From an optimization exercise on the open Yosys and OpenROAD flow, aimed at small area and a short achievable clock period; shortcuts taken in it are not production practice.
The RTL was checked by simulation tests, not by an equivalence proof against the original design.
Power and IR drop assume default switching activity.

==> design/flow/design.v <==
`timescale 1ns / 1ps
module neuron #(
    parameter signed [15:0] BIAS = 0    
)(
    input clk,
    input [7:0] one,         
    input [7:0] two,         
    input [7:0] neg,         
    input x_nz,              
    input x_sign,            
    input [15:0] weight,     
    input clr,               
    input fin,               
    output reg [15:0] logit
);
    wire [31:0] ts, tc;
    mul_tree tree (.one(one), .two(two), .neg(neg), .w(weight), .ps(ts), .pc(tc));
    reg [31:0] ps, pc;
    reg psg;
    always @(posedge clk) begin
        ps <= ts;
        pc <= tc;
        psg <= x_nz && (|weight) && (x_sign ^ weight[15]);
    end
    reg [31:0] acc;
    reg [17:0] tot;
    wire [31:0] x3 = acc ^ ps ^ pc;
    wire [31:0] c3 = (acc & ps) | (acc & pc) | (ps & pc);
    wire [32:0] s;
    add_pfx #(.W(32)) add (.a(x3), .b({c3[30:0], 1'b0}), .s(s));
    wire ovf = (acc[31] == psg) && (s[31] != acc[31]);
    wire [31:0] r = ovf ? {acc[31], {31{~acc[31]}}} : s[31:0];
    always @(posedge clk) begin
        acc <= clr ? 32'd0 : r;
        tot <= r[31:14];
    end
    wire [18:0] u = {tot[17], tot} + {{3{BIAS[15]}}, BIAS};
    always @(posedge clk)
        if (fin)
            logit <= (u[18:15] == 4'b0000 || u[18:15] == 4'b1111) ? u[15:0] :
                     u[18] ? 16'h8000 : 16'h7FFF;
endmodule
module add_pfx #(
    parameter W = 32
)(
    input [W-1:0] a,
    input [W-1:0] b,
    output [W:0] s
);
    localparam L = $clog2(W);
    wire [W*(L+1)-1:0] G, P;
    assign G[W-1:0] = a & b;
    assign P[W-1:0] = a ^ b;
    genvar l, i;
    generate
        for (l = 0; l < L; l = l + 1) begin : pfx
            for (i = 0; i < W; i = i + 1) begin : bt
                if ((i >> l) & 1) begin : merge
                    localparam integer J = ((i >> l) << l) - 1;
                    assign G[W*(l+1)+i] = G[W*l+i] | (P[W*l+i] & G[W*l+J]);
                    assign P[W*(l+1)+i] = P[W*l+i] & P[W*l+J];
                end else begin : pass
                    assign G[W*(l+1)+i] = G[W*l+i];
                    assign P[W*(l+1)+i] = P[W*l+i];
                end
            end
        end
    endgenerate
    assign s = {G[W*L+W-1], P[W-1:0] ^ {G[W*L+W-2:W*L], 1'b0}};
endmodule
module mul_tree (
    input  [7:0] one,
    input  [7:0] two,
    input  [7:0] neg,
    input  [15:0] w,
    output [31:0] ps,
    output [31:0] pc
);
    wire pp0_0 = ((one[0] & w[0]) | (two[0] & 1'b0)) ^ neg[0];
    wire pp0_1 = ((one[0] & w[1]) | (two[0] & w[0])) ^ neg[0];
    wire pp0_2 = ((one[0] & w[2]) | (two[0] & w[1])) ^ neg[0];
    wire pp0_3 = ((one[0] & w[3]) | (two[0] & w[2])) ^ neg[0];
    wire pp0_4 = ((one[0] & w[4]) | (two[0] & w[3])) ^ neg[0];
    wire pp0_5 = ((one[0] & w[5]) | (two[0] & w[4])) ^ neg[0];
    wire pp0_6 = ((one[0] & w[6]) | (two[0] & w[5])) ^ neg[0];
    wire pp0_7 = ((one[0] & w[7]) | (two[0] & w[6])) ^ neg[0];
    wire pp0_8 = ((one[0] & w[8]) | (two[0] & w[7])) ^ neg[0];
    wire pp0_9 = ((one[0] & w[9]) | (two[0] & w[8])) ^ neg[0];
    wire pp0_10 = ((one[0] & w[10]) | (two[0] & w[9])) ^ neg[0];
    wire pp0_11 = ((one[0] & w[11]) | (two[0] & w[10])) ^ neg[0];
    wire pp0_12 = ((one[0] & w[12]) | (two[0] & w[11])) ^ neg[0];
    wire pp0_13 = ((one[0] & w[13]) | (two[0] & w[12])) ^ neg[0];
    wire pp0_14 = ((one[0] & w[14]) | (two[0] & w[13])) ^ neg[0];
    wire pp0_15 = ((one[0] & w[15]) | (two[0] & w[14])) ^ neg[0];
    wire pp0_16 = ~(((one[0] | two[0]) & w[15]) ^ neg[0]);
    wire pp1_0 = ((one[1] & w[0]) | (two[1] & 1'b0)) ^ neg[1];
    wire pp1_1 = ((one[1] & w[1]) | (two[1] & w[0])) ^ neg[1];
    wire pp1_2 = ((one[1] & w[2]) | (two[1] & w[1])) ^ neg[1];
    wire pp1_3 = ((one[1] & w[3]) | (two[1] & w[2])) ^ neg[1];
    wire pp1_4 = ((one[1] & w[4]) | (two[1] & w[3])) ^ neg[1];
    wire pp1_5 = ((one[1] & w[5]) | (two[1] & w[4])) ^ neg[1];
    wire pp1_6 = ((one[1] & w[6]) | (two[1] & w[5])) ^ neg[1];
    wire pp1_7 = ((one[1] & w[7]) | (two[1] & w[6])) ^ neg[1];
    wire pp1_8 = ((one[1] & w[8]) | (two[1] & w[7])) ^ neg[1];
    wire pp1_9 = ((one[1] & w[9]) | (two[1] & w[8])) ^ neg[1];
    wire pp1_10 = ((one[1] & w[10]) | (two[1] & w[9])) ^ neg[1];
    wire pp1_11 = ((one[1] & w[11]) | (two[1] & w[10])) ^ neg[1];
    wire pp1_12 = ((one[1] & w[12]) | (two[1] & w[11])) ^ neg[1];
    wire pp1_13 = ((one[1] & w[13]) | (two[1] & w[12])) ^ neg[1];
    wire pp1_14 = ((one[1] & w[14]) | (two[1] & w[13])) ^ neg[1];
    wire pp1_15 = ((one[1] & w[15]) | (two[1] & w[14])) ^ neg[1];
    wire pp1_16 = ~(((one[1] | two[1]) & w[15]) ^ neg[1]);
    wire pp2_0 = ((one[2] & w[0]) | (two[2] & 1'b0)) ^ neg[2];
    wire pp2_1 = ((one[2] & w[1]) | (two[2] & w[0])) ^ neg[2];
    wire pp2_2 = ((one[2] & w[2]) | (two[2] & w[1])) ^ neg[2];
    wire pp2_3 = ((one[2] & w[3]) | (two[2] & w[2])) ^ neg[2];
    wire pp2_4 = ((one[2] & w[4]) | (two[2] & w[3])) ^ neg[2];
    wire pp2_5 = ((one[2] & w[5]) | (two[2] & w[4])) ^ neg[2];
    wire pp2_6 = ((one[2] & w[6]) | (two[2] & w[5])) ^ neg[2];
    wire pp2_7 = ((one[2] & w[7]) | (two[2] & w[6])) ^ neg[2];
    wire pp2_8 = ((one[2] & w[8]) | (two[2] & w[7])) ^ neg[2];
    wire pp2_9 = ((one[2] & w[9]) | (two[2] & w[8])) ^ neg[2];
    wire pp2_10 = ((one[2] & w[10]) | (two[2] & w[9])) ^ neg[2];
    wire pp2_11 = ((one[2] & w[11]) | (two[2] & w[10])) ^ neg[2];
    wire pp2_12 = ((one[2] & w[12]) | (two[2] & w[11])) ^ neg[2];
    wire pp2_13 = ((one[2] & w[13]) | (two[2] & w[12])) ^ neg[2];
    wire pp2_14 = ((one[2] & w[14]) | (two[2] & w[13])) ^ neg[2];
    wire pp2_15 = ((one[2] & w[15]) | (two[2] & w[14])) ^ neg[2];
    wire pp2_16 = ~(((one[2] | two[2]) & w[15]) ^ neg[2]);
    wire pp3_0 = ((one[3] & w[0]) | (two[3] & 1'b0)) ^ neg[3];
    wire pp3_1 = ((one[3] & w[1]) | (two[3] & w[0])) ^ neg[3];
    wire pp3_2 = ((one[3] & w[2]) | (two[3] & w[1])) ^ neg[3];
    wire pp3_3 = ((one[3] & w[3]) | (two[3] & w[2])) ^ neg[3];
    wire pp3_4 = ((one[3] & w[4]) | (two[3] & w[3])) ^ neg[3];
    wire pp3_5 = ((one[3] & w[5]) | (two[3] & w[4])) ^ neg[3];
    wire pp3_6 = ((one[3] & w[6]) | (two[3] & w[5])) ^ neg[3];
    wire pp3_7 = ((one[3] & w[7]) | (two[3] & w[6])) ^ neg[3];
    wire pp3_8 = ((one[3] & w[8]) | (two[3] & w[7])) ^ neg[3];
    wire pp3_9 = ((one[3] & w[9]) | (two[3] & w[8])) ^ neg[3];
    wire pp3_10 = ((one[3] & w[10]) | (two[3] & w[9])) ^ neg[3];
    wire pp3_11 = ((one[3] & w[11]) | (two[3] & w[10])) ^ neg[3];
    wire pp3_12 = ((one[3] & w[12]) | (two[3] & w[11])) ^ neg[3];
    wire pp3_13 = ((one[3] & w[13]) | (two[3] & w[12])) ^ neg[3];
    wire pp3_14 = ((one[3] & w[14]) | (two[3] & w[13])) ^ neg[3];
    wire pp3_15 = ((one[3] & w[15]) | (two[3] & w[14])) ^ neg[3];
    wire pp3_16 = ~(((one[3] | two[3]) & w[15]) ^ neg[3]);
    wire pp4_0 = ((one[4] & w[0]) | (two[4] & 1'b0)) ^ neg[4];
    wire pp4_1 = ((one[4] & w[1]) | (two[4] & w[0])) ^ neg[4];
    wire pp4_2 = ((one[4] & w[2]) | (two[4] & w[1])) ^ neg[4];
    wire pp4_3 = ((one[4] & w[3]) | (two[4] & w[2])) ^ neg[4];
    wire pp4_4 = ((one[4] & w[4]) | (two[4] & w[3])) ^ neg[4];
    wire pp4_5 = ((one[4] & w[5]) | (two[4] & w[4])) ^ neg[4];
    wire pp4_6 = ((one[4] & w[6]) | (two[4] & w[5])) ^ neg[4];
    wire pp4_7 = ((one[4] & w[7]) | (two[4] & w[6])) ^ neg[4];
    wire pp4_8 = ((one[4] & w[8]) | (two[4] & w[7])) ^ neg[4];
    wire pp4_9 = ((one[4] & w[9]) | (two[4] & w[8])) ^ neg[4];
    wire pp4_10 = ((one[4] & w[10]) | (two[4] & w[9])) ^ neg[4];
    wire pp4_11 = ((one[4] & w[11]) | (two[4] & w[10])) ^ neg[4];
    wire pp4_12 = ((one[4] & w[12]) | (two[4] & w[11])) ^ neg[4];
    wire pp4_13 = ((one[4] & w[13]) | (two[4] & w[12])) ^ neg[4];
    wire pp4_14 = ((one[4] & w[14]) | (two[4] & w[13])) ^ neg[4];
    wire pp4_15 = ((one[4] & w[15]) | (two[4] & w[14])) ^ neg[4];
    wire pp4_16 = ~(((one[4] | two[4]) & w[15]) ^ neg[4]);
    wire pp5_0 = ((one[5] & w[0]) | (two[5] & 1'b0)) ^ neg[5];
    wire pp5_1 = ((one[5] & w[1]) | (two[5] & w[0])) ^ neg[5];
    wire pp5_2 = ((one[5] & w[2]) | (two[5] & w[1])) ^ neg[5];
    wire pp5_3 = ((one[5] & w[3]) | (two[5] & w[2])) ^ neg[5];
    wire pp5_4 = ((one[5] & w[4]) | (two[5] & w[3])) ^ neg[5];
    wire pp5_5 = ((one[5] & w[5]) | (two[5] & w[4])) ^ neg[5];
    wire pp5_6 = ((one[5] & w[6]) | (two[5] & w[5])) ^ neg[5];
    wire pp5_7 = ((one[5] & w[7]) | (two[5] & w[6])) ^ neg[5];
    wire pp5_8 = ((one[5] & w[8]) | (two[5] & w[7])) ^ neg[5];
    wire pp5_9 = ((one[5] & w[9]) | (two[5] & w[8])) ^ neg[5];
    wire pp5_10 = ((one[5] & w[10]) | (two[5] & w[9])) ^ neg[5];
    wire pp5_11 = ((one[5] & w[11]) | (two[5] & w[10])) ^ neg[5];
    wire pp5_12 = ((one[5] & w[12]) | (two[5] & w[11])) ^ neg[5];
    wire pp5_13 = ((one[5] & w[13]) | (two[5] & w[12])) ^ neg[5];
    wire pp5_14 = ((one[5] & w[14]) | (two[5] & w[13])) ^ neg[5];
    wire pp5_15 = ((one[5] & w[15]) | (two[5] & w[14])) ^ neg[5];
    wire pp5_16 = ~(((one[5] | two[5]) & w[15]) ^ neg[5]);
    wire pp6_0 = ((one[6] & w[0]) | (two[6] & 1'b0)) ^ neg[6];
    wire pp6_1 = ((one[6] & w[1]) | (two[6] & w[0])) ^ neg[6];
    wire pp6_2 = ((one[6] & w[2]) | (two[6] & w[1])) ^ neg[6];
    wire pp6_3 = ((one[6] & w[3]) | (two[6] & w[2])) ^ neg[6];
    wire pp6_4 = ((one[6] & w[4]) | (two[6] & w[3])) ^ neg[6];
    wire pp6_5 = ((one[6] & w[5]) | (two[6] & w[4])) ^ neg[6];
    wire pp6_6 = ((one[6] & w[6]) | (two[6] & w[5])) ^ neg[6];
    wire pp6_7 = ((one[6] & w[7]) | (two[6] & w[6])) ^ neg[6];
    wire pp6_8 = ((one[6] & w[8]) | (two[6] & w[7])) ^ neg[6];
    wire pp6_9 = ((one[6] & w[9]) | (two[6] & w[8])) ^ neg[6];
    wire pp6_10 = ((one[6] & w[10]) | (two[6] & w[9])) ^ neg[6];
    wire pp6_11 = ((one[6] & w[11]) | (two[6] & w[10])) ^ neg[6];
    wire pp6_12 = ((one[6] & w[12]) | (two[6] & w[11])) ^ neg[6];
    wire pp6_13 = ((one[6] & w[13]) | (two[6] & w[12])) ^ neg[6];
    wire pp6_14 = ((one[6] & w[14]) | (two[6] & w[13])) ^ neg[6];
    wire pp6_15 = ((one[6] & w[15]) | (two[6] & w[14])) ^ neg[6];
    wire pp6_16 = ~(((one[6] | two[6]) & w[15]) ^ neg[6]);
    wire pp7_0 = ((one[7] & w[0]) | (two[7] & 1'b0)) ^ neg[7];
    wire pp7_1 = ((one[7] & w[1]) | (two[7] & w[0])) ^ neg[7];
    wire pp7_2 = ((one[7] & w[2]) | (two[7] & w[1])) ^ neg[7];
    wire pp7_3 = ((one[7] & w[3]) | (two[7] & w[2])) ^ neg[7];
    wire pp7_4 = ((one[7] & w[4]) | (two[7] & w[3])) ^ neg[7];
    wire pp7_5 = ((one[7] & w[5]) | (two[7] & w[4])) ^ neg[7];
    wire pp7_6 = ((one[7] & w[6]) | (two[7] & w[5])) ^ neg[7];
    wire pp7_7 = ((one[7] & w[7]) | (two[7] & w[6])) ^ neg[7];
    wire pp7_8 = ((one[7] & w[8]) | (two[7] & w[7])) ^ neg[7];
    wire pp7_9 = ((one[7] & w[9]) | (two[7] & w[8])) ^ neg[7];
    wire pp7_10 = ((one[7] & w[10]) | (two[7] & w[9])) ^ neg[7];
    wire pp7_11 = ((one[7] & w[11]) | (two[7] & w[10])) ^ neg[7];
    wire pp7_12 = ((one[7] & w[12]) | (two[7] & w[11])) ^ neg[7];
    wire pp7_13 = ((one[7] & w[13]) | (two[7] & w[12])) ^ neg[7];
    wire pp7_14 = ((one[7] & w[14]) | (two[7] & w[13])) ^ neg[7];
    wire pp7_15 = ((one[7] & w[15]) | (two[7] & w[14])) ^ neg[7];
    wire pp7_16 = ~(((one[7] | two[7]) & w[15]) ^ neg[7]);
    wire hs0 = neg[5] ^ pp0_10;
    wire hc0 = neg[5] & pp0_10;
    wire hs1 = pp0_11 ^ pp1_9;
    wire hc1 = pp0_11 & pp1_9;
    wire fs0 = neg[6] ^ pp0_12 ^ pp1_10;
    wire fc0 = (neg[6] & pp0_12) | (neg[6] & pp1_10) | (pp0_12 & pp1_10);
    wire hs2 = pp2_8 ^ pp3_6;
    wire hc2 = pp2_8 & pp3_6;
    wire fs1 = pp0_13 ^ pp1_11 ^ pp2_9;
    wire fc1 = (pp0_13 & pp1_11) | (pp0_13 & pp2_9) | (pp1_11 & pp2_9);
    wire hs3 = pp3_7 ^ pp4_5;
    wire hc3 = pp3_7 & pp4_5;
    wire fs2 = neg[7] ^ pp0_14 ^ pp1_12;
    wire fc2 = (neg[7] & pp0_14) | (neg[7] & pp1_12) | (pp0_14 & pp1_12);
    wire fs3 = pp2_10 ^ pp3_8 ^ pp4_6;
    wire fc3 = (pp2_10 & pp3_8) | (pp2_10 & pp4_6) | (pp3_8 & pp4_6);
    wire hs4 = pp5_4 ^ pp6_2;
    wire hc4 = pp5_4 & pp6_2;
    wire fs4 = pp0_15 ^ pp1_13 ^ pp2_11;
    wire fc4 = (pp0_15 & pp1_13) | (pp0_15 & pp2_11) | (pp1_13 & pp2_11);
    wire fs5 = pp3_9 ^ pp4_7 ^ pp5_5;
    wire fc5 = (pp3_9 & pp4_7) | (pp3_9 & pp5_5) | (pp4_7 & pp5_5);
    wire hs5 = pp6_3 ^ pp7_1;
    wire hc5 = pp6_3 & pp7_1;
    wire fs6 = 1'b1 ^ pp0_16 ^ pp1_14;
    wire fc6 = (1'b1 & pp0_16) | (1'b1 & pp1_14) | (pp0_16 & pp1_14);
    wire fs7 = pp2_12 ^ pp3_10 ^ pp4_8;
    wire fc7 = (pp2_12 & pp3_10) | (pp2_12 & pp4_8) | (pp3_10 & pp4_8);
    wire fs8 = pp5_6 ^ pp6_4 ^ pp7_2;
    wire fc8 = (pp5_6 & pp6_4) | (pp5_6 & pp7_2) | (pp6_4 & pp7_2);
    wire fs9 = 1'b1 ^ pp1_15 ^ pp2_13;
    wire fc9 = (1'b1 & pp1_15) | (1'b1 & pp2_13) | (pp1_15 & pp2_13);
    wire fs10 = pp3_11 ^ pp4_9 ^ pp5_7;
    wire fc10 = (pp3_11 & pp4_9) | (pp3_11 & pp5_7) | (pp4_9 & pp5_7);
    wire hs6 = pp6_5 ^ pp7_3;
    wire hc6 = pp6_5 & pp7_3;
    wire fs11 = pp1_16 ^ pp2_14 ^ pp3_12;
    wire fc11 = (pp1_16 & pp2_14) | (pp1_16 & pp3_12) | (pp2_14 & pp3_12);
    wire fs12 = pp4_10 ^ pp5_8 ^ pp6_6;
    wire fc12 = (pp4_10 & pp5_8) | (pp4_10 & pp6_6) | (pp5_8 & pp6_6);
    wire fs13 = 1'b1 ^ pp2_15 ^ pp3_13;
    wire fc13 = (1'b1 & pp2_15) | (1'b1 & pp3_13) | (pp2_15 & pp3_13);
    wire hs7 = pp4_11 ^ pp5_9;
    wire hc7 = pp4_11 & pp5_9;
    wire fs14 = pp2_16 ^ pp3_14 ^ pp4_12;
    wire fc14 = (pp2_16 & pp3_14) | (pp2_16 & pp4_12) | (pp3_14 & pp4_12);
    wire hs8 = 1'b1 ^ pp3_15;
    wire hc8 = 1'b1 & pp3_15;
    wire hs9 = neg[3] ^ pp0_6;
    wire hc9 = neg[3] & pp0_6;
    wire hs10 = pp0_7 ^ pp1_5;
    wire hc10 = pp0_7 & pp1_5;
    wire fs15 = neg[4] ^ pp0_8 ^ pp1_6;
    wire fc15 = (neg[4] & pp0_8) | (neg[4] & pp1_6) | (pp0_8 & pp1_6);
    wire hs11 = pp2_4 ^ pp3_2;
    wire hc11 = pp2_4 & pp3_2;
    wire fs16 = pp0_9 ^ pp1_7 ^ pp2_5;
    wire fc16 = (pp0_9 & pp1_7) | (pp0_9 & pp2_5) | (pp1_7 & pp2_5);
    wire hs12 = pp3_3 ^ pp4_1;
    wire hc12 = pp3_3 & pp4_1;
    wire fs17 = pp1_8 ^ pp2_6 ^ pp3_4;
    wire fc17 = (pp1_8 & pp2_6) | (pp1_8 & pp3_4) | (pp2_6 & pp3_4);
    wire fs18 = pp4_2 ^ pp5_0 ^ hs0;
    wire fc18 = (pp4_2 & pp5_0) | (pp4_2 & hs0) | (pp5_0 & hs0);
    wire fs19 = pp2_7 ^ pp3_5 ^ pp4_3;
    wire fc19 = (pp2_7 & pp3_5) | (pp2_7 & pp4_3) | (pp3_5 & pp4_3);
    wire fs20 = pp5_1 ^ hc0 ^ hs1;
    wire fc20 = (pp5_1 & hc0) | (pp5_1 & hs1) | (hc0 & hs1);
    wire fs21 = pp4_4 ^ pp5_2 ^ pp6_0;
    wire fc21 = (pp4_4 & pp5_2) | (pp4_4 & pp6_0) | (pp5_2 & pp6_0);
    wire fs22 = hc1 ^ hs2 ^ fs0;
    wire fc22 = (hc1 & hs2) | (hc1 & fs0) | (hs2 & fs0);
    wire fs23 = pp5_3 ^ pp6_1 ^ hc2;
    wire fc23 = (pp5_3 & pp6_1) | (pp5_3 & hc2) | (pp6_1 & hc2);
    wire fs24 = hs3 ^ fc0 ^ fs1;
    wire fc24 = (hs3 & fc0) | (hs3 & fs1) | (fc0 & fs1);
    wire fs25 = pp7_0 ^ hc3 ^ hs4;
    wire fc25 = (pp7_0 & hc3) | (pp7_0 & hs4) | (hc3 & hs4);
    wire fs26 = fc1 ^ fs2 ^ fs3;
    wire fc26 = (fc1 & fs2) | (fc1 & fs3) | (fs2 & fs3);
    wire fs27 = hc4 ^ hs5 ^ fc2;
    wire fc27 = (hc4 & hs5) | (hc4 & fc2) | (hs5 & fc2);
    wire fs28 = fc3 ^ fs4 ^ fs5;
    wire fc28 = (fc3 & fs4) | (fc3 & fs5) | (fs4 & fs5);
    wire fs29 = hc5 ^ fc4 ^ fc5;
    wire fc29 = (hc5 & fc4) | (hc5 & fc5) | (fc4 & fc5);
    wire fs30 = fs6 ^ fs7 ^ fs8;
    wire fc30 = (fs6 & fs7) | (fs6 & fs8) | (fs7 & fs8);
    wire fs31 = hs6 ^ fc6 ^ fc7;
    wire fc31 = (hs6 & fc6) | (hs6 & fc7) | (fc6 & fc7);
    wire fs32 = fc8 ^ fs10 ^ fs9;
    wire fc32 = (fc8 & fs10) | (fc8 & fs9) | (fs10 & fs9);
    wire fs33 = pp7_4 ^ hc6 ^ fc10;
    wire fc33 = (pp7_4 & hc6) | (pp7_4 & fc10) | (hc6 & fc10);
    wire fs34 = fc9 ^ fs11 ^ fs12;
    wire fc34 = (fc9 & fs11) | (fc9 & fs12) | (fs11 & fs12);
    wire fs35 = pp6_7 ^ pp7_5 ^ hs7;
    wire fc35 = (pp6_7 & pp7_5) | (pp6_7 & hs7) | (pp7_5 & hs7);
    wire fs36 = fc11 ^ fc12 ^ fs13;
    wire fc36 = (fc11 & fc12) | (fc11 & fs13) | (fc12 & fs13);
    wire fs37 = pp5_10 ^ pp6_8 ^ pp7_6;
    wire fc37 = (pp5_10 & pp6_8) | (pp5_10 & pp7_6) | (pp6_8 & pp7_6);
    wire fs38 = hc7 ^ fc13 ^ fs14;
    wire fc38 = (hc7 & fc13) | (hc7 & fs14) | (fc13 & fs14);
    wire fs39 = pp4_13 ^ pp5_11 ^ pp6_9;
    wire fc39 = (pp4_13 & pp5_11) | (pp4_13 & pp6_9) | (pp5_11 & pp6_9);
    wire fs40 = pp7_7 ^ hs8 ^ fc14;
    wire fc40 = (pp7_7 & hs8) | (pp7_7 & fc14) | (hs8 & fc14);
    wire fs41 = pp3_16 ^ pp4_14 ^ pp5_12;
    wire fc41 = (pp3_16 & pp4_14) | (pp3_16 & pp5_12) | (pp4_14 & pp5_12);
    wire fs42 = pp6_10 ^ pp7_8 ^ hc8;
    wire fc42 = (pp6_10 & pp7_8) | (pp6_10 & hc8) | (pp7_8 & hc8);
    wire fs43 = 1'b1 ^ pp4_15 ^ pp5_13;
    wire fc43 = (1'b1 & pp4_15) | (1'b1 & pp5_13) | (pp4_15 & pp5_13);
    wire hs13 = pp6_11 ^ pp7_9;
    wire hc13 = pp6_11 & pp7_9;
    wire fs44 = pp4_16 ^ pp5_14 ^ pp6_12;
    wire fc44 = (pp4_16 & pp5_14) | (pp4_16 & pp6_12) | (pp5_14 & pp6_12);
    wire hs14 = 1'b1 ^ pp5_15;
    wire hc14 = 1'b1 & pp5_15;
    wire hs15 = neg[2] ^ pp0_4;
    wire hc15 = neg[2] & pp0_4;
    wire hs16 = pp0_5 ^ pp1_3;
    wire hc16 = pp0_5 & pp1_3;
    wire fs45 = pp1_4 ^ pp2_2 ^ pp3_0;
    wire fc45 = (pp1_4 & pp2_2) | (pp1_4 & pp3_0) | (pp2_2 & pp3_0);
    wire fs46 = pp2_3 ^ pp3_1 ^ hc9;
    wire fc46 = (pp2_3 & pp3_1) | (pp2_3 & hc9) | (pp3_1 & hc9);
    wire fs47 = pp4_0 ^ hc10 ^ hs11;
    wire fc47 = (pp4_0 & hc10) | (pp4_0 & hs11) | (hc10 & hs11);
    wire fs48 = hc11 ^ hs12 ^ fc15;
    wire fc48 = (hc11 & hs12) | (hc11 & fc15) | (hs12 & fc15);
    wire fs49 = hc12 ^ fc16 ^ fs17;
    wire fc49 = (hc12 & fc16) | (hc12 & fs17) | (fc16 & fs17);
    wire fs50 = fc17 ^ fs19 ^ fc18;
    wire fc50 = (fc17 & fs19) | (fc17 & fc18) | (fs19 & fc18);
    wire fs51 = fc19 ^ fs21 ^ fc20;
    wire fc51 = (fc19 & fs21) | (fc19 & fc20) | (fs21 & fc20);
    wire fs52 = fc21 ^ fs23 ^ fc22;
    wire fc52 = (fc21 & fs23) | (fc21 & fc22) | (fs23 & fc22);
    wire fs53 = fc23 ^ fs25 ^ fc24;
    wire fc53 = (fc23 & fs25) | (fc23 & fc24) | (fs25 & fc24);
    wire fs54 = fc25 ^ fc26 ^ fs27;
    wire fc54 = (fc25 & fc26) | (fc25 & fs27) | (fc26 & fs27);
    wire fs55 = fc27 ^ fc28 ^ fs29;
    wire fc55 = (fc27 & fc28) | (fc27 & fs29) | (fc28 & fs29);
    wire fs56 = fc29 ^ fc30 ^ fs31;
    wire fc56 = (fc29 & fc30) | (fc29 & fs31) | (fc30 & fs31);
    wire fs57 = fc31 ^ fc32 ^ fs33;
    wire fc57 = (fc31 & fc32) | (fc31 & fs33) | (fc32 & fs33);
    wire fs58 = fs35 ^ fc33 ^ fc34;
    wire fc58 = (fs35 & fc33) | (fs35 & fc34) | (fc33 & fc34);
    wire fs59 = fs37 ^ fc35 ^ fc36;
    wire fc59 = (fs37 & fc35) | (fs37 & fc36) | (fc35 & fc36);
    wire fs60 = fc37 ^ fs39 ^ fc38;
    wire fc60 = (fc37 & fs39) | (fc37 & fc38) | (fs39 & fc38);
    wire fs61 = fc39 ^ fs41 ^ fs42;
    wire fc61 = (fc39 & fs41) | (fc39 & fs42) | (fs41 & fs42);
    wire fs62 = hs13 ^ fc41 ^ fs43;
    wire fc62 = (hs13 & fc41) | (hs13 & fs43) | (fc41 & fs43);
    wire fs63 = pp7_10 ^ hc13 ^ fc43;
    wire fc63 = (pp7_10 & hc13) | (pp7_10 & fc43) | (hc13 & fc43);
    wire fs64 = pp6_13 ^ pp7_11 ^ hs14;
    wire fc64 = (pp6_13 & pp7_11) | (pp6_13 & hs14) | (pp7_11 & hs14);
    wire fs65 = pp5_16 ^ pp6_14 ^ pp7_12;
    wire fc65 = (pp5_16 & pp6_14) | (pp5_16 & pp7_12) | (pp6_14 & pp7_12);
    wire hs17 = 1'b1 ^ pp6_15;
    wire hc17 = 1'b1 & pp6_15;
    wire hs18 = neg[1] ^ pp0_2;
    wire hc18 = neg[1] & pp0_2;
    wire hs19 = pp0_3 ^ pp1_1;
    wire hc19 = pp0_3 & pp1_1;
    wire fs66 = pp1_2 ^ pp2_0 ^ hs15;
    wire fc66 = (pp1_2 & pp2_0) | (pp1_2 & hs15) | (pp2_0 & hs15);
    wire fs67 = pp2_1 ^ hc15 ^ hs16;
    wire fc67 = (pp2_1 & hc15) | (pp2_1 & hs16) | (hc15 & hs16);
    wire fs68 = hc16 ^ hs9 ^ fs45;
    wire fc68 = (hc16 & hs9) | (hc16 & fs45) | (hs9 & fs45);
    wire fs69 = hs10 ^ fc45 ^ fs46;
    wire fc69 = (hs10 & fc45) | (hs10 & fs46) | (fc45 & fs46);
    wire fs70 = fs15 ^ fc46 ^ fs47;
    wire fc70 = (fs15 & fc46) | (fs15 & fs47) | (fc46 & fs47);
    wire fs71 = fs16 ^ fc47 ^ fs48;
    wire fc71 = (fs16 & fc47) | (fs16 & fs48) | (fc47 & fs48);
    wire fs72 = fs18 ^ fc48 ^ fs49;
    wire fc72 = (fs18 & fc48) | (fs18 & fs49) | (fc48 & fs49);
    wire fs73 = fs20 ^ fc49 ^ fs50;
    wire fc73 = (fs20 & fc49) | (fs20 & fs50) | (fc49 & fs50);
    wire fs74 = fs22 ^ fc50 ^ fs51;
    wire fc74 = (fs22 & fc50) | (fs22 & fs51) | (fc50 & fs51);
    wire fs75 = fs24 ^ fc51 ^ fs52;
    wire fc75 = (fs24 & fc51) | (fs24 & fs52) | (fc51 & fs52);
    wire fs76 = fs26 ^ fc52 ^ fs53;
    wire fc76 = (fs26 & fc52) | (fs26 & fs53) | (fc52 & fs53);
    wire fs77 = fs28 ^ fc53 ^ fs54;
    wire fc77 = (fs28 & fc53) | (fs28 & fs54) | (fc53 & fs54);
    wire fs78 = fs30 ^ fc54 ^ fs55;
    wire fc78 = (fs30 & fc54) | (fs30 & fs55) | (fc54 & fs55);
    wire fs79 = fs32 ^ fc55 ^ fs56;
    wire fc79 = (fs32 & fc55) | (fs32 & fs56) | (fc55 & fs56);
    wire fs80 = fs34 ^ fc56 ^ fs57;
    wire fc80 = (fs34 & fc56) | (fs34 & fs57) | (fc56 & fs57);
    wire fs81 = fs36 ^ fc57 ^ fs58;
    wire fc81 = (fs36 & fc57) | (fs36 & fs58) | (fc57 & fs58);
    wire fs82 = fs38 ^ fc58 ^ fs59;
    wire fc82 = (fs38 & fc58) | (fs38 & fs59) | (fc58 & fs59);
    wire fs83 = fs40 ^ fc59 ^ fs60;
    wire fc83 = (fs40 & fc59) | (fs40 & fs60) | (fc59 & fs60);
    wire fs84 = fc40 ^ fs61 ^ fc60;
    wire fc84 = (fc40 & fs61) | (fc40 & fc60) | (fs61 & fc60);
    wire fs85 = fc42 ^ fs62 ^ fc61;
    wire fc85 = (fc42 & fs62) | (fc42 & fc61) | (fs62 & fc61);
    wire fs86 = fs44 ^ fc62 ^ fs63;
    wire fc86 = (fs44 & fc62) | (fs44 & fs63) | (fc62 & fs63);
    wire fs87 = fc44 ^ fs64 ^ fc63;
    wire fc87 = (fc44 & fs64) | (fc44 & fc63) | (fs64 & fc63);
    wire fs88 = hc14 ^ fs65 ^ fc64;
    wire fc88 = (hc14 & fs65) | (hc14 & fc64) | (fs65 & fc64);
    wire fs89 = pp7_13 ^ hs17 ^ fc65;
    wire fc89 = (pp7_13 & hs17) | (pp7_13 & fc65) | (hs17 & fc65);
    wire fs90 = pp6_16 ^ pp7_14 ^ hc17;
    wire fc90 = (pp6_16 & pp7_14) | (pp6_16 & hc17) | (pp7_14 & hc17);
    wire hs20 = 1'b1 ^ pp7_15;
    wire hc20 = 1'b1 & pp7_15;
    assign ps[0] = neg[0];
    assign pc[0] = pp0_0;
    assign ps[1] = pp0_1;
    assign pc[1] = 1'b0;
    assign ps[2] = pp1_0;
    assign pc[2] = hs18;
    assign ps[3] = hc18;
    assign pc[3] = hs19;
    assign ps[4] = hc19;
    assign pc[4] = fs66;
    assign ps[5] = fc66;
    assign pc[5] = fs67;
    assign ps[6] = fc67;
    assign pc[6] = fs68;
    assign ps[7] = fc68;
    assign pc[7] = fs69;
    assign ps[8] = fc69;
    assign pc[8] = fs70;
    assign ps[9] = fc70;
    assign pc[9] = fs71;
    assign ps[10] = fc71;
    assign pc[10] = fs72;
    assign ps[11] = fc72;
    assign pc[11] = fs73;
    assign ps[12] = fc73;
    assign pc[12] = fs74;
    assign ps[13] = fc74;
    assign pc[13] = fs75;
    assign ps[14] = fc75;
    assign pc[14] = fs76;
    assign ps[15] = fc76;
    assign pc[15] = fs77;
    assign ps[16] = fc77;
    assign pc[16] = fs78;
    assign ps[17] = fc78;
    assign pc[17] = fs79;
    assign ps[18] = fc79;
    assign pc[18] = fs80;
    assign ps[19] = fc80;
    assign pc[19] = fs81;
    assign ps[20] = fc81;
    assign pc[20] = fs82;
    assign ps[21] = fc82;
    assign pc[21] = fs83;
    assign ps[22] = fc83;
    assign pc[22] = fs84;
    assign ps[23] = fs85;
    assign pc[23] = fc84;
    assign ps[24] = fs86;
    assign pc[24] = fc85;
    assign ps[25] = fc86;
    assign pc[25] = fs87;
    assign ps[26] = fs88;
    assign pc[26] = fc87;
    assign ps[27] = fs89;
    assign pc[27] = fc88;
    assign ps[28] = fs90;
    assign pc[28] = fc89;
    assign ps[29] = hs20;
    assign pc[29] = fc90;
    assign ps[30] = pp7_16;
    assign pc[30] = hc20;
    assign ps[31] = 1'b1;
    assign pc[31] = 1'b0;
endmodule
`timescale 1ns / 1ps
module Softmax (
    input clk,
    input rst,
    input [63:0] in,           
    input in_valid,            
    output reg [63:0] out,
    output reg valid,
    output [7:0] led_control
);
    function [15:0] exp_lut;
        input [3:0] idx;
        begin
            case (idx)
                4'd0:  exp_lut = 16'h0800;
                4'd1:  exp_lut = 16'h09D0;
                4'd2:  exp_lut = 16'h0C20;
                4'd3:  exp_lut = 16'h0F80;
                4'd4:  exp_lut = 16'h1480;
                4'd5:  exp_lut = 16'h1C80;
                4'd6:  exp_lut = 16'h2A00;
                4'd7:  exp_lut = 16'h4000;
                4'd8:  exp_lut = 16'h6800;
                4'd9:  exp_lut = 16'hAC00;
                4'd10: exp_lut = 16'h1280;
                4'd11: exp_lut = 16'h1F80;
                4'd12: exp_lut = 16'h2C00;
                4'd13: exp_lut = 16'h4C00;
                4'd14: exp_lut = 16'h8000;
                default: exp_lut = 16'hD800;
            endcase
        end
    endfunction
    function [3:0] rank;
        input [3:0] idx;
        begin
            case (idx)
                4'd0:  rank = 4'd0;
                4'd1:  rank = 4'd1;
                4'd2:  rank = 4'd2;
                4'd3:  rank = 4'd3;
                4'd4:  rank = 4'd5;
                4'd5:  rank = 4'd6;
                4'd6:  rank = 4'd8;
                4'd7:  rank = 4'd10;
                4'd8:  rank = 4'd12;
                4'd9:  rank = 4'd14;
                4'd10: rank = 4'd4;
                4'd11: rank = 4'd7;
                4'd12: rank = 4'd9;
                4'd13: rank = 4'd11;
                4'd14: rank = 4'd13;
                default: rank = 4'd15;
            endcase
        end
    endfunction
    wire [3:0] i0 = {~in[15], in[14:12]};
    wire [3:0] i1 = {~in[31], in[30:28]};
    wire [3:0] i2 = {~in[47], in[46:44]};
    wire [3:0] i3 = {~in[63], in[62:60]};
    wire [15:0] e0 = exp_lut(i0);
    wire [15:0] e1 = exp_lut(i1);
    wire [15:0] e2 = exp_lut(i2);
    wire [15:0] e3 = exp_lut(i3);
    reg [12:0] p01, p23;
    wire [12:0] p01_next, p23_next;
    wire [13:0] sum;
    add_pfx #(.W(12)) add01 (.a(e0[15:4]), .b(e1[15:4]), .s(p01_next));
    add_pfx #(.W(12)) add23 (.a(e2[15:4]), .b(e3[15:4]), .s(p23_next));
    add_pfx #(.W(13)) add4 (.a(p01), .b(p23), .s(sum));
    wire [3:0] s = sum[13:10];
    wire [2:0] sh = (s == 4'b0000) ? 3'd4 :
                    (s[3:1] == 3'b001) ? 3'd3 :
                    (s[3:2] == 2'b01) ? 3'd2 :
                    s[3] ? 3'd1 : 3'd0;
    wire [3:0] r0 = rank(i0);
    wire [3:0] r1 = rank(i1);
    wire [3:0] r2 = rank(i2);
    wire [3:0] r3 = rank(i3);
    wire [3:0] m01 = (r1 > r0) ? r1 : r0;
    wire c01 = r1 > r0;
    wire [3:0] m23 = (r3 > r2) ? r3 : r2;
    wire c23 = r3 > r2;
    wire hi = m23 > m01;     
    wire [1:0] cls = hi ? {1'b1, c23} : {1'b0, c01};
    reg [3:0] led;
    assign led_control = {4'b0000, led};
    reg valid_d;
    wire [15:0] n0 = e0 >> sh;
    wire [15:0] n1 = e1 >> sh;
    wire [15:0] n2 = e2 >> sh;
    wire [15:0] n3 = e3 >> sh;
    always @(posedge clk) begin
        p01 <= p01_next;
        p23 <= p23_next;
        valid_d <= !rst && in_valid;
        out <= {1'b0, n3[14:0], 1'b0, n2[14:0], 1'b0, n1[14:0], 1'b0, n0[14:0]};
        led <= 4'b0001 << cls;
        valid <= !rst && valid_d;
    end
endmodule
`timescale 1ns / 1ps
module fc_head #(
    parameter DATA_WIDTH = 16,
    parameter NUM_INPUTS = 1024,
    parameter NUM_OUTPUTS = 4
)(
    input clk,
    input rst,
    input [DATA_WIDTH-1:0] myinput,
    input [DATA_WIDTH*NUM_OUTPUTS-1:0] myweights,
    input myinputValid,
    output [DATA_WIDTH*NUM_OUTPUTS-1:0] softmax_out,
    output softmax_valid,
    output [7:0] led_control,
    output [DATA_WIDTH*NUM_OUTPUTS-1:0] logits
);
    reg [9:0] input_count;
    reg [63:0] weights;
    reg last0, last1, fin, clr, logit_valid;
    reg [7:0] b_one, b_two, b_neg;
    reg [7:0] b_one_n, b_two_n, b_neg_n;
    reg x_nz, x_sign;
    wire take = myinputValid && !rst;
    wire [16:0] xe = {myinput, 1'b0};
    wire [7:0] e_one, e_two, e_neg;
    genvar i;
    generate
        for (i = 0; i < 8; i = i + 1) begin : booth
            assign e_one[i] = xe[2*i+1] ^ xe[2*i];
            assign e_two[i] = (xe[2*i+2] & ~xe[2*i+1] & ~xe[2*i]) | (~xe[2*i+2] & xe[2*i+1] & xe[2*i]);
            assign e_neg[i] = xe[2*i+2];
        end
    endgenerate
    always @(posedge clk) begin
        b_one <= take ? e_one : 8'd0;
        b_two <= take ? e_two : 8'd0;
        b_neg <= take ? e_neg : 8'd0;
        b_one_n <= ~(take ? e_one : 8'd0);
        b_two_n <= ~(take ? e_two : 8'd0);
        b_neg_n <= ~(take ? e_neg : 8'd0);
        x_nz <= take && (|myinput);
        x_sign <= myinput[15];
        weights <= myweights;
        clr <= rst || last0;
        if (rst) begin
            input_count <= 0;
            last0 <= 0;
            last1 <= 0;
            fin <= 0;
            logit_valid <= 0;
        end else begin
            if (myinputValid)
                input_count <= input_count + 1;
            last0 <= myinputValid && (input_count == NUM_INPUTS-1);
            last1 <= last0;
            fin <= last1;
            logit_valid <= fin;
        end
    end
    localparam [63:0] BIASES = {16'h003C, 16'h0001, 16'hFFD1, 16'h0006};
    generate
        for (i = 0; i < NUM_OUTPUTS; i = i + 1) begin : output_layer
            neuron #(
                .BIAS(BIASES[(i+1)*DATA_WIDTH-1 -: DATA_WIDTH])
            ) neuron_output (
                .clk(clk),
                .one(i < 2 ? b_one : ~b_one_n),
                .two(i < 2 ? b_two : ~b_two_n),
                .neg(i < 2 ? b_neg : ~b_neg_n),
                .x_nz(x_nz),
                .x_sign(x_sign),
                .weight(weights[(i+1)*DATA_WIDTH-1 -: DATA_WIDTH]),
                .clr(clr),
                .fin(fin),
                .logit(logits[(i+1)*DATA_WIDTH-1 -: DATA_WIDTH])
            );
        end
    endgenerate
    Softmax softmax_inst (
        .clk(clk),
        .rst(rst),
        .in(logits),
        .in_valid(logit_valid),
        .out(softmax_out),
        .valid(softmax_valid),
        .led_control(led_control)
    );
endmodule
==> design/flow/flow/run.sh <==
#!/bin/bash
export SYNTH_ARGS="-noabc"
bash standard.sh > standard.log 2>&1
==> design/flow/standard.sh <==
#!/bin/bash
# synth_recipe.tcl (not shown) runs the flow's synth.tcl, then flattens the netlist and writes it again
# the make line also repeats each setting of config.mk as NAME=value (left out here)
make -C /OpenROAD-flow-scripts/flow DESIGN_CONFIG=/design/flow/config.mk WORK_HOME=/design/flow/orfs CLKGATE_MAP_FILE= SYNTH_SCRIPT=/design/flow/synth_recipe.tcl "${@:-finish}"
==> design/flow/config.mk <==
export PLATFORM = sky130hd
export DESIGN_NAME = fc_head
export DESIGN_NICKNAME = fc_head
export VERILOG_FILES = /design/flow/design.v
export SDC_FILE = /design/flow/constraint.sdc
export NUM_CORES = 4
export LEC_CHECK = 0
export ABC_AREA = 1
export CAP_MARGIN = 20
export CORE_MARGIN = 2
export CORE_UTILIZATION = 40
export CTS_CLUSTER_DIAMETER = 80
export CTS_CLUSTER_SIZE = 30
export PLACE_DENSITY = 0.75
export SETUP_SLACK_MARGIN = 4.85
export SLEW_MARGIN = 20
==> design/flow/constraint.sdc <==
create_clock -name core_clock -period 8.0 [get_ports {clk}]
set_input_delay 1.6000 -clock core_clock [delete_from_list [all_inputs] [get_ports {clk}]]
set_output_delay 1.6000 -clock core_clock [all_outputs]
set_load 0.01 [all_outputs]
==> results of run 1 <==
-- cell families (layout without fill, tap and decap cells) --
family | Yosys count | after routing | share of synthesized area, %
xor gates and xnor gates | 711 | 711 | 12.57
and+or+nand+nor | 1520 | 1520 | 13.00
adders and majority gates | 750 | 750 | 26.39
buffers and inverters | 845 | 1057 | 6.623
other | 1 | 10 | 0.007568
AOI/OAI and AO/OA | 895 | 897 | 10.58
DFF | 731 | 731 | 30.83
-- routing by layer --
| metal | wire [um] | global-route usage [%] |
|---|---|---|
| met5 | 0 | 0 |
| met4 | 8253 | 11.67 |
| met3 | 15120 | 4.625 |
| met2 | 64410 | 33.91 |
| met1 | 57240 | 27.79 |
-- metrics by stage --
step	setup slack (ns)	hold slack [ns]	cells	util (%)
6_report	4.815	0.4052	7313	46.78
5_1_grt	4.723	0.4286	7311	46.78
4_1_cts	4.791	0.4066	7240	45.38
3_5_place_dp	4.134	0.3906	7040	42.85
3_3_place_gp	4.208	0.3806	7040	42.85
2_1_floorplan	4.856	0.3290	5460	-
-- registers in the layout, summed over array words and instances, names as in the netlist, 13 cells and up --
signal / count
output_layer.neuron_output.acc: 128
output_layer.neuron_output.ps: 122
output_layer.neuron_output.pc: 120
output_layer.neuron_output.tot: 72
output_layer.neuron_output.logit: 64
weights: 64
softmax_inst.out: 60
softmax_inst.p01: 13
softmax_inst.p23: 13
-- worst max-delay path by stage --
stage,depth (start not counted),to,slack [ns],from
2_1_floorplan,7,output_layer[0].neuron_output.pc[14],4.86,b_neg[1]
3_3_place_gp,16,output_layer[3].neuron_output.acc[3],4.21,output_layer[3].neuron_output.acc[2]
3_5_place_dp,16,output_layer[3].neuron_output.acc[14],4.13,output_layer[3].neuron_output.acc[2]
4_1_cts,7,output_layer[0].neuron_output.pc[17],4.79,weights[4]
5_1_grt,17,output_layer[0].neuron_output.acc[29],4.72,output_layer[0].neuron_output.acc[13]
6_report,7,output_layer[1].neuron_output.pc[18],4.82,weights[17]
-- cell type report --
type                    count  area, um2  share of cell area (%)
clock buffers              48       1126                   1.952
repair inverters           15      102.6                  0.1778
multi-input cells        3886      31960                   55.40
clock inverters            30      574.3                  0.9955
well taps                1637       2048                   3.550
inverters                 523       2237                   3.878
diodes                      2      5.005                0.008675
flip-flops and latches    731      15420                   26.72
repair buffers            441       4220                   7.315
-- worst reg2reg max path: cells and delay by family, from the launching register on --
family | cells | cell delay [ns]
adders and majority gates | 4 | 1.80
xor gates and xnor gates | 1 | 0.24
AOI/OAI and AO/OA | 1 | 0.25
DFF | 1 | 0.44
buffers and inverters | 1 | 0.32
-- cells in the final DEF, fill, tap and decap left out, drive strengths merged, types with 7 or more instances in the layout --
cell,netlist,routed
ha,258,258
nand3,352,352
clkinvlp,0,51
a21o,10,10
buf,98,217
xnor2,37,37
nand2,876,876
inv,480,485
xor2,674,674
a21oi,272,274
nand4,28,28
clkdlybuf4s50,0,90
conb,1,8
clkbuf,224,61
o22ai,480,480
nor4,8,8
nor2,215,215
dfxtp,667,667
edfxtp,64,64
o21ai,89,89
clkinv,43,30
fa,492,492
nor3,25,25
dlygate4sd2,0,110
o21bai,8,8
a31oi,7,7
-- power by group --
part           internal (uW)  switching (uW)
registers               4850             640
logic                   5220            7820
clock network           1220            1540
total                  11300           10000
-- timing repair --
item | 4_1_cts | 5_1_grt
gates resized for setup | 344 | 286
endpoints found under the setup margin | 477 | 341
setup buffers | 109 | 57
cloned | 13 | 14
pin swaps | 7 | 42
==> impl_metrics.env, run 1 <==
export IMPL_h_tree_depth=2
export IMPL_hold_end="fin"
export IMPL_cp_required_ns=8.53
export IMPL_netlist_instances=5453
export IMPL_fmax_mhz=314.0
export IMPL_cp_top_family="adder cells"
export IMPL_synth_area_leaders="dfxtp_1, fa_1, xor2_1"
export IMPL_slew_headroom_pct=35.61
export IMPL_vias=40790
export IMPL_critPathMaxFanout=17
export IMPL_cp_cell_sequence="clkinv_2 -> o22ai_1 -> xor2_1 -> fa_1 -> fa_2 -> fa_1 -> fa_1"
export IMPL_nets=6474
export IMPL_syn_to_final_growth_pct=16.43
export IMPL_grt_overflow=0
export IMPL_path_buf_inv=1
export IMPL_reg2regPathDepth=7
export IMPL_initial_utilization_pct=40.18
export IMPL_power_density_mw_per_mm2=369.0
export IMPL_critPathCaptureType="flop"
export IMPL_ctsHoldBuffers=0
export IMPL_hold_path_class="reg2reg"
export IMPL_worst_pin_slew_ns=0.9658
export IMPL_ys_ff_latch=731
export IMPL_grt_max_degree=72
export IMPL_antenna_found_initial=0
export IMPL_rows=129
export IMPL_cts_sinks=731
export IMPL_cts_root_buf="clkbuf_16"
export IMPL_seq_area_frac_synth_pct=30.83
export IMPL_rsz0062_at_grt="true"
export IMPL_clockBufferDepth=3
export IMPL_layout_drive_gt1_share_pct=11.83
export IMPL_r2r_end="output_layer[1].neuron_output.pc[18]"
export IMPL_cpMaxStageDelayCell="fa_1"
export IMPL_core_mm2=0.1233
export IMPL_clk_pin_slew_worst_paths_ns=0.10
export IMPL_async_flop_share_pct=0
export IMPL_grt_use_total_pct=21.60
export IMPL_hp_start="last1"
export IMPL_synth_edff_count=64
export IMPL_dr_pass1_iters=9
export IMPL_crit_path_frequent_cell="fa_1"
export IMPL_dpl_instance_area_mm2=0.05285
export IMPL_drtAntennaViolNets=0
export IMPL_fillers=11200
export IMPL_cts_tree="done"
export IMPL_maxCapViolCount=0
export IMPL_p_leak_uw=0.02767
export IMPL_place_congestion=0.9115
export IMPL_synth_top_cell_area_share_pct=26.95
export IMPL_r2r_start="weights[17]"
export IMPL_finalSetupTns_ns=0
export IMPL_synth_largest_area_cell="dfxtp_1"
export IMPL_clk_latency_ns=0.67
export IMPL_ir_worst_vdd_v=0.0002862
export IMPL_die_x_um=356.0
export IMPL_syn_cell_area_mm2=0.04955
export IMPL_cpPeakStageDelay_ns=0.49
export IMPL_synthFlopType="dfxtp_1"
export IMPL_die_area_mm2=0.1267
export IMPL_setup_viol_count_final=0
export IMPL_slew_violations=0
export IMPL_synth_warnings=6
export IMPL_skew_ns=0.03484
export IMPL_synthTopCellsByCount="nand2_1, xor2_1, dfxtp_1"
export IMPL_status="timing/DRC/antenna clean"
export IMPL_avgViaCountPerCell=5.577
export IMPL_finalCriticalPeriod_ns=3.185
export IMPL_io_pins=220
export IMPL_first_global_vias=40430
export IMPL_crit_type="reg2reg"
export IMPL_finalPower_uw=21290
export IMPL_startpoint_type="flop"
export IMPL_drc=0
export IMPL_grt_pass1_wl_um=219000
export IMPL_die_h_um=356.0
export IMPL_dpl_hpwl_um=96280
export IMPL_cts_buffers=43
export IMPL_synth_most_common_cell="nand2_1"
export IMPL_finalCritPeriodShare_pct=39.81
export IMPL_r2r_setup_slack_ns=4.82
export IMPL_hold_violations=0
export IMPL_synth_avg_cell_area_um2=9.087
export IMPL_wl_per_cell_um=19.83
export IMPL_min_path_cells=2
export IMPL_port_buffers=211
export IMPL_routed_wl_um=145000
export IMPL_first_iter_violations=4329
export IMPL_synth_cell_types=55
export IMPL_arrival_ns=3.71
export IMPL_design_area_mm2=0.05769
==> run 2, diff against run 1 <==
--- a/design/flow/config.mk
+++ b/design/flow/config.mk
@@ -11,6 +11,6 @@
 export CORE_UTILIZATION = 40
 export CTS_CLUSTER_DIAMETER = 80
 export CTS_CLUSTER_SIZE = 30
-export PLACE_DENSITY = 0.75
 export SETUP_SLACK_MARGIN = 4.85
 export SLEW_MARGIN = 20
+export TNS_END_PERCENT = 20
==> run 2 against run 1 <==
  * Critical path depth unchanged
  * Core utilization down 1.1 points
  * Register-to-register slack lost 0.11 ns
  * Critical path type unchanged
  * Worst hold slack got worse by 0.030 ns
  * Die area did not move
  * Clock-buffer cell count rose by 5
  * Sequential power about the same
  * Largest power group unchanged
  * Clock skew is 0.018 ns higher
  * Via count decreased by 5.3%
  * Total power down 4.1%
==> impl_metrics.env, run 2 <==
export IMPL_cts_sinks=731
export IMPL_slew_violations=0
export IMPL_largest_reg_flops=128
export IMPL_power_density_mw_per_mm2=362.5
export IMPL_regMostFlops="output_layer.neuron_output.acc"
export IMPL_worst_pin_slew_ns=1.008
export IMPL_r2r_setup_slack_ns=4.70
export IMPL_dr_pass1_iters=5
export IMPL_antenna_found_initial=4
export IMPL_critPathMaxFanout=9
export IMPL_synthTopCellsByCount="nand2_1, xor2_1, dfxtp_1"
export IMPL_finalCritPeriodShare_pct=41.21
export IMPL_synthFlopType="dfxtp_1"
export IMPL_grt_overflow=0
export IMPL_holdWs_ns=0.3755
export IMPL_cts_tree="done"
export IMPL_cts_root_buf="clkbuf_16"
export IMPL_startpoint_type="flop"
export IMPL_vias=38620
export IMPL_routed_wl_um=137900
export IMPL_crit_type="reg2reg"
export IMPL_port_buffers=211
export IMPL_top_regs="output_layer.neuron_output.acc (128), output_layer.neuron_output.ps (122), output_layer.neuron_output.pc (120)"
export IMPL_h_tree_depth=2
export IMPL_place_congestion=0.8724
export IMPL_drtAntennaViolNets=0
export IMPL_first_iter_violations=3098
export IMPL_synth_area_leaders="dfxtp_1, fa_1, xor2_1"
export IMPL_wl_per_cell_um=19.04
export IMPL_r2r_end="output_layer[0].neuron_output.pc[16]"
export IMPL_maxCapViolCount=0
export IMPL_die_h_um=356.0
export IMPL_hp_start="last1"
export IMPL_r2r_start="weights[0]"
export IMPL_grt_max_degree=69
export IMPL_clk_latency_ns=0.67
export IMPL_io_pins=220
export IMPL_hold_violations=0
export IMPL_seq_area_frac_synth_pct=30.83
export IMPL_synth_top_cell_area_share_pct=26.95
export IMPL_synth_edff_count=64
export IMPL_fmax_mhz=303.3
export IMPL_p_leak_uw=0.02693
export IMPL_reg2regPathDepth=7
export IMPL_slew_headroom_pct=32.78
export IMPL_nets=6405
export IMPL_syn_to_final_growth_pct=13.69
export IMPL_ys_ff_latch=731
export IMPL_core_mm2=0.1233
export IMPL_grt_pass1_wl_um=218400
export IMPL_setup_viol_count_final=0
export IMPL_clockBufferDepth=3
export IMPL_initial_utilization_pct=40.18
export IMPL_rsz0062_at_grt="true"
export IMPL_synth_warnings=6
export IMPL_layout_drive_gt1_share_pct=8.507
export IMPL_finalCriticalPeriod_ns=3.297
export IMPL_finalSetupTns_ns=0
export IMPL_synth_most_common_cell="nand2_1"
export IMPL_rows=129
export IMPL_netlist_instances=5453
export IMPL_hold_path_class="reg2reg"
export IMPL_final_common_cell="nand2_1"
export IMPL_synth_cell_types=55
export IMPL_clk_pin_slew_worst_paths_ns=0.10
export IMPL_ir_worst_vdd_v=0.0002245
export IMPL_syn_cell_area_mm2=0.04955
export IMPL_cts_buffers=46
export IMPL_async_flop_share_pct=0
export IMPL_first_global_vias=38920
export IMPL_drc=0
export IMPL_skew_ns=0.05238
export IMPL_die_area_mm2=0.1267
export IMPL_startpoint="weights[0]"
export IMPL_antenna_cells=0
export IMPL_crit_end="output_layer[0].neuron_output.pc[16]"
export IMPL_grt_use_total_pct=21.55
export IMPL_avgViaCountPerCell=5.332
export IMPL_ctsHoldBuffers=0
export IMPL_critPathCaptureType="flop"
export IMPL_synth_avg_cell_area_um2=9.087
export IMPL_layout_common_cells="nand2_1, xor2_1, dfxtp_1"
export IMPL_die_x_um=356.0
export IMPL_dpl_hpwl_um=96720
export IMPL_status="timing/DRC/antenna clean"
export IMPL_cp_required_ns=8.54
export IMPL_synth_largest_area_cell="dfxtp_1"
export IMPL_arrival_ns=3.83
==> run 2: power breakdown <==
part | switching [uW] | internal (uW)
logic | 7390 | 4720
clock network | 1540 | 1270
registers | 642 | 4850
total | 9580 | 10800
==> run 2: through the flow <==
step / worst slack, ns / power [uW] / instances / utilization, % / cell area (um2)
final: 4.703 / 20420 / 7244 / 45.68 / 56330
after global routing: 4.657 / 22500 / 7244 / 45.68 / 56330
after CTS: 4.656 / 20100 / 7218 / 45.27 / 55830
after detailed placement: 3.914 / 17010 / 7042 / 42.88 / 52880
after global placement: 4.019 / 16820 / 7042 / 42.88 / 52880
after floorplan: 4.728 / 14270 / 5460 / - / 49610
==> run 2: critical path: stages, from the launching register on <==
cell	delay (ns)
dfxtp_1	0.67
clkinvlp_4	0.41
o22ai_1	0.28
xor2_1	0.17
ha_1	0.26
fa_1	0.41
fa_1	0.58
fa_1	0.42
==> run 2: cell type report <==
class | count | area, um2
well taps | 1637 | 2048
multi-input cells | 3885 | 31340
clock buffers | 53 | 1230
repair inverters | 9 | 47.55
clock inverters | 30 | 539.3
repair buffers | 376 | 3578
flip-flops and latches | 731 | 15360
inverters | 523 | 2186
fillers | 11860 | 66980
==> run 2: logic make-up (layout without fill, tap and decap cells) <==
| logic type | count (synthesis) | after routing | synth area share (%) |
|---|---|---|---|
| AND/OR/NAND/NOR | 1520 | 1521 | 13.00 |
| AO/OA/AOI/OAI | 895 | 895 | 10.58 |
| adder cells (fa/ha/maj) | 750 | 750 | 26.39 |
| XOR/XNOR | 711 | 711 | 12.57 |
| flip-flops | 731 | 731 | 30.83 |
| buffers and inverters | 845 | 991 | 6.623 |
| other | 1 | 8 | 0.007568 |
==> run 2: timing repair <==
item / 4_1_cts / 5_1_grt
resized for setup: 204 / 80
endpoints found under the setup margin: 468 / 478
buffers inserted: 83 / 24
cloned: 10 / 2
pin swaps: 3 / 13
==> run 2: layer usage <==
layer | routed length [um] | vias to the layer above | GRT usage (%)
li1 | - | 18140 | -
met1 | 60700 | 18520 | 29.51
met2 | 60520 | 1601 | 33.29
met3 | 10600 | 356 | 3.985
met4 | 6064 | 6 | 9.249
met5 | 41 | - | 0
==> run 2: worst min-delay path by stage <==
stage / endpoint / slack [ns] / depth (start not counted)
after global placement: fin / 0.39 / 2
after CTS: fin / 0.37 / 2
after floorplan: output_layer[1].neuron_output.ps[0] / 0.33 / 0
after global routing: fin / 0.40 / 2
final: fin / 0.38 / 2
after detailed placement: fin / 0.39 / 2
==> run 3, diff against run 2 <==
--- a/design/flow/config.mk
+++ b/design/flow/config.mk
@@ -11,6 +11,6 @@
 export CORE_UTILIZATION = 40
 export CTS_CLUSTER_DIAMETER = 80
 export CTS_CLUSTER_SIZE = 30
+export GPL_ROUTABILITY_DRIVEN = 0
 export SETUP_SLACK_MARGIN = 4.85
 export SLEW_MARGIN = 20
-export TNS_END_PERCENT = 20
==> run 3 against run 2 <==
  * Still clean on timing, DRC and antenna
  * Non-clock buffer count rose by 62
  * Sequential share of layout area fell by 0.69 points
  * Routed wire length rose by 4.1%
  * Combinational power rose by 12%
  * Fmax rose by 3.2%
  * Worst setup slack improved by 0.10 ns
  * Die area did not move
  * Critical path depth rose by 1
  * Area after synthesis did not move
  * Sequential power barely moved
  * Cell area rose by 2.9%
  * Critical path type unchanged
==> impl_metrics.env, run 3 <==
export IMPL_status="timing/DRC/antenna clean"
export IMPL_startpoint="weights[26]"
export IMPL_io_pins=220
export IMPL_synth_avg_cell_area_um2=9.087
export IMPL_grt_max_degree=67
export IMPL_worst_pin_slew_ns=1.012
export IMPL_synthTopCellsByCount="nand2_1, xor2_1, dfxtp_1"
export IMPL_vias=39310
export IMPL_port_buffers=211
export IMPL_die_h_um=356.0
export IMPL_synth_top_cell_area_share_pct=26.95
export IMPL_initial_utilization_pct=40.18
export IMPL_fin_util_pct=47.02
export IMPL_dpl_hpwl_um=96780
export IMPL_grt_use_total_pct=21.37
export IMPL_layout_drive_gt1_share_pct=12.42
export IMPL_rsz0062_at_grt="true"
export IMPL_final_common_cell="nand2_1"
export IMPL_reg2regPathDepth=8
export IMPL_synthFlopType="dfxtp_1"
export IMPL_critPathCaptureType="flop"
export IMPL_hold_path_class="reg2reg"
export IMPL_finalCritPeriodShare_pct=39.95
export IMPL_slew_violations=0
export IMPL_startpoint_type="flop"
export IMPL_maxCapViolCount=0
export IMPL_syn_cell_area_mm2=0.04955
export IMPL_grt_overflow=0
export IMPL_r2r_setup_slack_ns=4.80
export IMPL_ys_ff_latch=731
export IMPL_finalSetupTns_ns=0
export IMPL_rows=129
export IMPL_r2r_end="output_layer[1].neuron_output.pc[18]"
export IMPL_seq_area_frac_synth_pct=30.83
export IMPL_drc=0
export IMPL_slew_headroom_pct=32.56
export IMPL_nets=6472
export IMPL_power_density_mw_per_mm2=375.5
export IMPL_place_inst=7046
export IMPL_wl_per_cell_um=19.63
export IMPL_setup_viol_count_final=0
export IMPL_synth_edff_count=64
export IMPL_crit_path_frequent_cell="fa_1"
export IMPL_hold_violations=0
export IMPL_netlist_instances=5453
export IMPL_cpMaxStageDelayCell="fa_2"
export IMPL_dpl_instance_area_mm2=0.05292
export IMPL_critPathMaxFanout=5
export IMPL_top_regs="output_layer.neuron_output.acc (128), output_layer.neuron_output.ps (122), output_layer.neuron_output.pc (120)"
export IMPL_design_area_mm2=0.05798
export IMPL_first_global_vias=38590
export IMPL_r2r_start="weights[26]"
export IMPL_antenna_found_initial=2
export IMPL_cts_sinks=731
export IMPL_regMostFlops="output_layer.neuron_output.acc"
export IMPL_cts_buffers=45
export IMPL_synth_warnings=6
export IMPL_die_x_um=356.0
export IMPL_ir_worst_vdd_v=0.0002577
export IMPL_layout_common_cells="nand2_1, xor2_1, dfxtp_1"
export IMPL_synth_most_common_cell="nand2_1"
export IMPL_cp_cell_sequence="clkinvlp_4 -> buf_4 -> o22ai_1 -> xor2_1 -> fa_1 -> fa_1 -> fa_2 -> fa_1"
export IMPL_p_leak_uw=0.02776
export IMPL_first_iter_violations=3488
export IMPL_routed_wl_um=143500
export IMPL_h_tree_depth=2
export IMPL_synth_cell_types=55
export IMPL_grt_pass1_wl_um=215800
export IMPL_clk_pin_slew_worst_paths_ns=0.10
export IMPL_cts_root_buf="clkbuf_16"
export IMPL_die_area_mm2=0.1267
export IMPL_skew_ns=0.03942
export IMPL_core_mm2=0.1233
export IMPL_async_flop_share_pct=0
export IMPL_fmax_mhz=312.9
export IMPL_clockBufferDepth=3
export IMPL_dr_pass1_iters=6
export IMPL_syn_to_final_growth_pct=17.01
export IMPL_ctsHoldBuffers=0
export IMPL_clk_latency_ns=0.66
export IMPL_synth_largest_area_cell="dfxtp_1"
export IMPL_crit_type="reg2reg"
export IMPL_cp_required_ns=8.51
export IMPL_cpPeakStageDelay_ns=0.60
export IMPL_cts_tree="done"
export IMPL_synth_area_leaders="dfxtp_1, fa_1, xor2_1"
export IMPL_drtAntennaViolNets=0
export IMPL_final_cells=7314
export IMPL_crit_end="output_layer[1].neuron_output.pc[18]"
export IMPL_largest_reg_flops=128
export IMPL_avgViaCountPerCell=5.375
export IMPL_finalCriticalPeriod_ns=3.196
export IMPL_arrival_ns=3.71
[run 3: cell counts after synthesis]
Identical to the previous run, type by type.
[run 3: worst min-delay path by stage]
stage                         start                                   to  slack, ns  cells past startpoint
3_3_place_gp                  last1                                  fin       0.40                      2
2_1_floorplan              b_neg[0]  output_layer[1].neuron_output.ps[0]       0.33                      0
4_1_cts        softmax_inst.valid_d                   softmax_inst.valid       0.42                      2
5_1_grt        softmax_inst.valid_d                   softmax_inst.valid       0.44                      2
3_5_place_dp   softmax_inst.valid_d                   softmax_inst.valid       0.40                      2
6_report                      last1                                  fin       0.41                      2
[run 3: what timing repair did]
item                       in CTS  in global routing
gates resized for setup       353                314
cloned                          9                 25
buffers inserted               80                 69
pin swaps                       8                 64
setup endpoints to repair     424                351
[run 3: critical path, delay by kind of cell (launching register included)]
kind	cells	cell delay, ns
compound gates	1	0.16
xor+xnor	1	0.12
fa+ha+maj	4	1.94
buf+inv	2	0.37
flops	1	0.46
[run 3: layout make-up]
| type | count | area [um2] |
|---|---|---|
| diodes | 1 | 2.502 |
| clock buffers | 49 | 1184 |
| clock inverters | 35 | 560.5 |
| fillers | 11710 | 65330 |
| inverters | 523 | 2245 |
| multi-input cells | 3888 | 32100 |
| flip-flops and latches | 731 | 15410 |
| well taps | 1637 | 2048 |
| repair buffers | 438 | 4353 |
| repair inverters | 12 | 75.07 |
[run 3: metrics by stage]
stage	setup slack, ns	hold slack [ns]	total power [uW]
after global routing	4.744	0.4356	23840
after global placement	3.887	0.3957	16860
final	4.804	0.4127	21770
after detailed placement	3.995	0.4005	17080
after CTS	4.844	0.4168	20230
after floorplan	4.856	0.3290	14270
[run 3: report_power, final]
| group | internal, uW | switching (uW) |
|---|---|---|
| registers | 4850 | 625 |
| clock network | 1260 | 1510 |
| logic | 5400 | 8120 |
| total | 11500 | 10300 |
[run 3: kinds of logic after synthesis]
group | share of synthesized area, %
compound gates | 10.58
xor+xnor | 12.57
fa+ha+maj | 26.39
buf+inv | 6.623
flops | 30.83
other cells | 0.007568
simple gates | 13.00
[run 3: routing by layer]
metal  share of wire (%)  wire length (um)  vias up  GRT usage [%]
met2                  44             63620     1650          33.69
met4                 4.5              6490        2          8.962
met1                  44             62660    19000          29.16
met3                 7.5             10770      374          3.375
li1                    -                 -    18290              -
met5              0.0091                13        -              0

[afterwards: timing with drivers on the ports]
No port has a modelled driver above. Below, the same layouts with a new extraction and two added sets of constraints. Step 1 assumes that a clkbuf_16 drives the clock port and a buf_2 every other input. Step 2, shift: input delay + t, output delay - t, t = (earliest + latest rising clock arrival at the registers) / 2. This alone moves slack from input paths to output paths. a / b / c = no drivers / after step 1 / after step 2; a / b = the first two.
| run | shift t [ns] | setup slack, ns | worst setup path after step 2 |
|---|---|---|---|
| run 1 | 0.725 | 4.815 / 4.815 / 4.484 | input to register |
| run 2 | 0.726 | 4.703 / 4.649 / 4.425 | input to register |
| run 3 | 0.718 | 4.804 / 4.804 / 4.528 | input to register |
After both steps setup and hold are still met in every run listed. The setup slack of run 1, which loses most, moves by 0.000 ns with the drivers and by -0.331 ns with both steps.
